This design comes from an exercise in tuning for small area and a short achievable clock period on the open sky130 flow, not from production work. The RTL was checked by simulation tests, not by an equivalence proof against the original design. Power figures rest on the tool's default switching activity, not on a simulated workload.

== try-xenon ==
Design game_top, start of the top module:
module game_top(clk, keypad_in, dip_in, adc_data_in, seg_com, seg_data, seg_single_data, led_out, f_led1, f_led2, f_led3, f_led4, lcd_rs, lcd_rw, lcd_en, lcd_data, servo_pwm, step_motor_phase, piezo_out, adc_cs_n, adc_sclk
, adc_din);
==> flow/config.mk <==
export PLATFORM = sky130hd
export DESIGN_NAME = game_top
export DESIGN_NICKNAME = game_top
export VERILOG_FILES = /design/flow/design.v
export SDC_FILE = /design/flow/constraint.sdc
export NUM_CORES = 4
export LEC_CHECK = 0
export ABC_AREA = 1
export CAP_MARGIN = 20
export CORE_MARGIN = 2
export CORE_UTILIZATION = 40
export PLACE_DENSITY = 0.6
export SLEW_MARGIN = 20
==> flow/constraint.sdc <==
create_clock -name core_clock -period 30.0 [get_ports {clk}]
set_input_delay 6.0000 -clock core_clock [delete_from_list [all_inputs] [get_ports {clk}]]
set_output_delay 6.0000 -clock core_clock [all_outputs]
set_load 0.01 [all_outputs]
standard.sh (not shown) runs the stock make flow with config.mk's settings and CLKGATE_MAP_FILE= SYNTH_SCRIPT=/design/flow/synth_recipe.tcl, a recipe that flattens the netlist after the stock synthesis.
==> flow/flow/run.sh <==
#!/bin/bash
# Layout flow: the standard ORFS flow (standard.sh, unchanged synthesis, floorplan,
# power grid, placement, CTS, routing), with three settings passed to make:
#  - port buffers are buf_2 cells;
#  - clock tree synthesis inserts no dummy loads and uses sink clusters of up to 25;
#  - repair_timing aims for a setup slack of 22.5 ns at the design's 30 ns clock,
#    so that the paths that set the achieved period are sized and buffered.
# All tool output goes to flow_standard.log here (ORFS's per-step logs are in orfs/logs).
set -uo pipefail
bash standard.sh finish \
  "BUFFER_PORTS_ARGS=-buffer_cell sky130_fd_sc_hd__buf_2" \
  "CTS_ARGS=-sink_clustering_enable -repair_clock_nets -dont_use_dummy_load -sink_clustering_size 25 -sink_clustering_max_diameter 150 -buf_list {sky130_fd_sc_hd__clkbuf_8 sky130_fd_sc_hd__clkbuf_16}" \
  "SETUP_SLACK_MARGIN=22.5" > flow_standard.log 2>&1
try-xenon went all the way through the flow, and no timing, DRC or antenna check failed.
For try-juniper, these inputs were changed with respect to try-xenon:
-- flow/flow/run.sh --
<<< try-xenon, line 10
bash standard.sh finish \
  "BUFFER_PORTS_ARGS=-buffer_cell sky130_fd_sc_hd__buf_2" \
  "CTS_ARGS=-sink_clustering_enable -repair_clock_nets -dont_use_dummy_load -sink_clustering_size 25 -sink_clustering_max_diameter 150 -buf_list {sky130_fd_sc_hd__clkbuf_8 sky130_fd_sc_hd__clkbuf_16}" \
  "SETUP_SLACK_MARGIN=22.5" > flow_standard.log 2>&1
>>> try-juniper, line 10
bash standard.sh finish \
  "BUFFER_PORTS_ARGS=-buffer_cell sky130_fd_sc_hd__buf_2" \
  "CTS_ARGS=-sink_clustering_enable -repair_clock_nets -dont_use_dummy_load -sink_clustering_size 25 -sink_clustering_max_diameter 150" \
  "SETUP_SLACK_MARGIN=22.5" > flow_standard.log 2>&1
### Flow results
- try-juniper finished end to end and its layout was clean on timing, DRC and antenna.
- The met3 routed wirelength on try-xenon is in line with that on try-juniper.
- Looking at try-xenon and try-juniper, the final setup slack of the worst path is a wash.
- Reported for try-xenon and try-juniper, post-synthesis to final-layout area growth turned out identical to the last digit.
- Diff try-xenon -> try-juniper: post-route worst hold slack has remained practically unchanged; antenna diode count has remained practically unchanged.
- try-xenon and try-juniper ended up with nearly the same clock-buffer cell count.
- Reported for try-xenon and try-juniper, number of antenna violations at the first check in global routing turned out identical to the last digit.
- Diff try-juniper..try-xenon | clock power share | negligible
- From try-xenon to try-juniper, core utilization did not move at all.
- Reported for try-xenon and try-juniper, total power turned out identical to the last digit.
Here is what was changed in the inputs of try-pepper compared with try-juniper.
==> flow/flow/run.sh <==
#!/bin/bash
# Layout flow: the standard ORFS flow (standard.sh, unchanged synthesis, floorplan,
# power grid, placement, CTS, routing), with three settings passed to make:
#  - port buffers are buf_2 cells;
#  - clock tree synthesis inserts no dummy loads and uses sink clusters of up to 20;
#  - repair_timing aims for a setup slack of 22.5 ns at the design's 30 ns clock,
#    so that the paths that set the achieved period are sized and buffered.
# All tool output goes to flow_standard.log here (ORFS's per-step logs are in orfs/logs).
set -uo pipefail
bash standard.sh finish \
  "BUFFER_PORTS_ARGS=-buffer_cell sky130_fd_sc_hd__buf_2" \
  "CTS_ARGS=-sink_clustering_enable -repair_clock_nets -dont_use_dummy_load -sink_clustering_size 20 -sink_clustering_max_diameter 120" \
  "SETUP_SLACK_MARGIN=22.5" > flow_standard.log 2>&1
try-pepper against try-juniper: worst-path maximum fanout flat; clock-pin slew on the worst setup and hold paths barely changed; wire length comparable.
Between try-pepper and try-juniper, the stage delay of the slowest cell on the critical path figures differ only marginally.
Row worst slew slack as a fraction of its limit: try-pepper lower / try-juniper higher
Core utilization: try-pepper higher than try-juniper
The final layout from try-pepper, which completed every stage, passed the timing, design-rule and antenna checks at the end of the flow.
As far as via count is concerned, try-juniper and try-pepper perform about the same.
Compared with try-juniper, try-pepper ends up with more cell area.

[separate check: timing with driven ports]
No port has a modelled driver above. Below, the same layouts with a new extraction and two added sets of constraints.
Step 1, drivers: a clkbuf_16 drives clk and a buf_2 each remaining input, both assumed.
Step 2 also shifts input and output timing later by t, the mid clock arrival at the registers, as if the neighbouring blocks saw the same clock.
a / b / c = ideal ports / drivers / drivers and shift; a / b = the first two.
run	shift t [ns]	setup WS [ns]	hold slack, ns
try-xenon	0.599	22.859 / 22.801 / 22.374	0.358 / 0.358 / 0.358
try-juniper	0.599	22.859 / 22.801 / 22.374	0.358 / 0.358 / 0.358
try-pepper	0.615	22.844 / 22.785 / 22.387	0.357 / 0.357 / 0.357
After both steps setup and hold are still met in every run listed. Setup slack includes reset recovery checks.
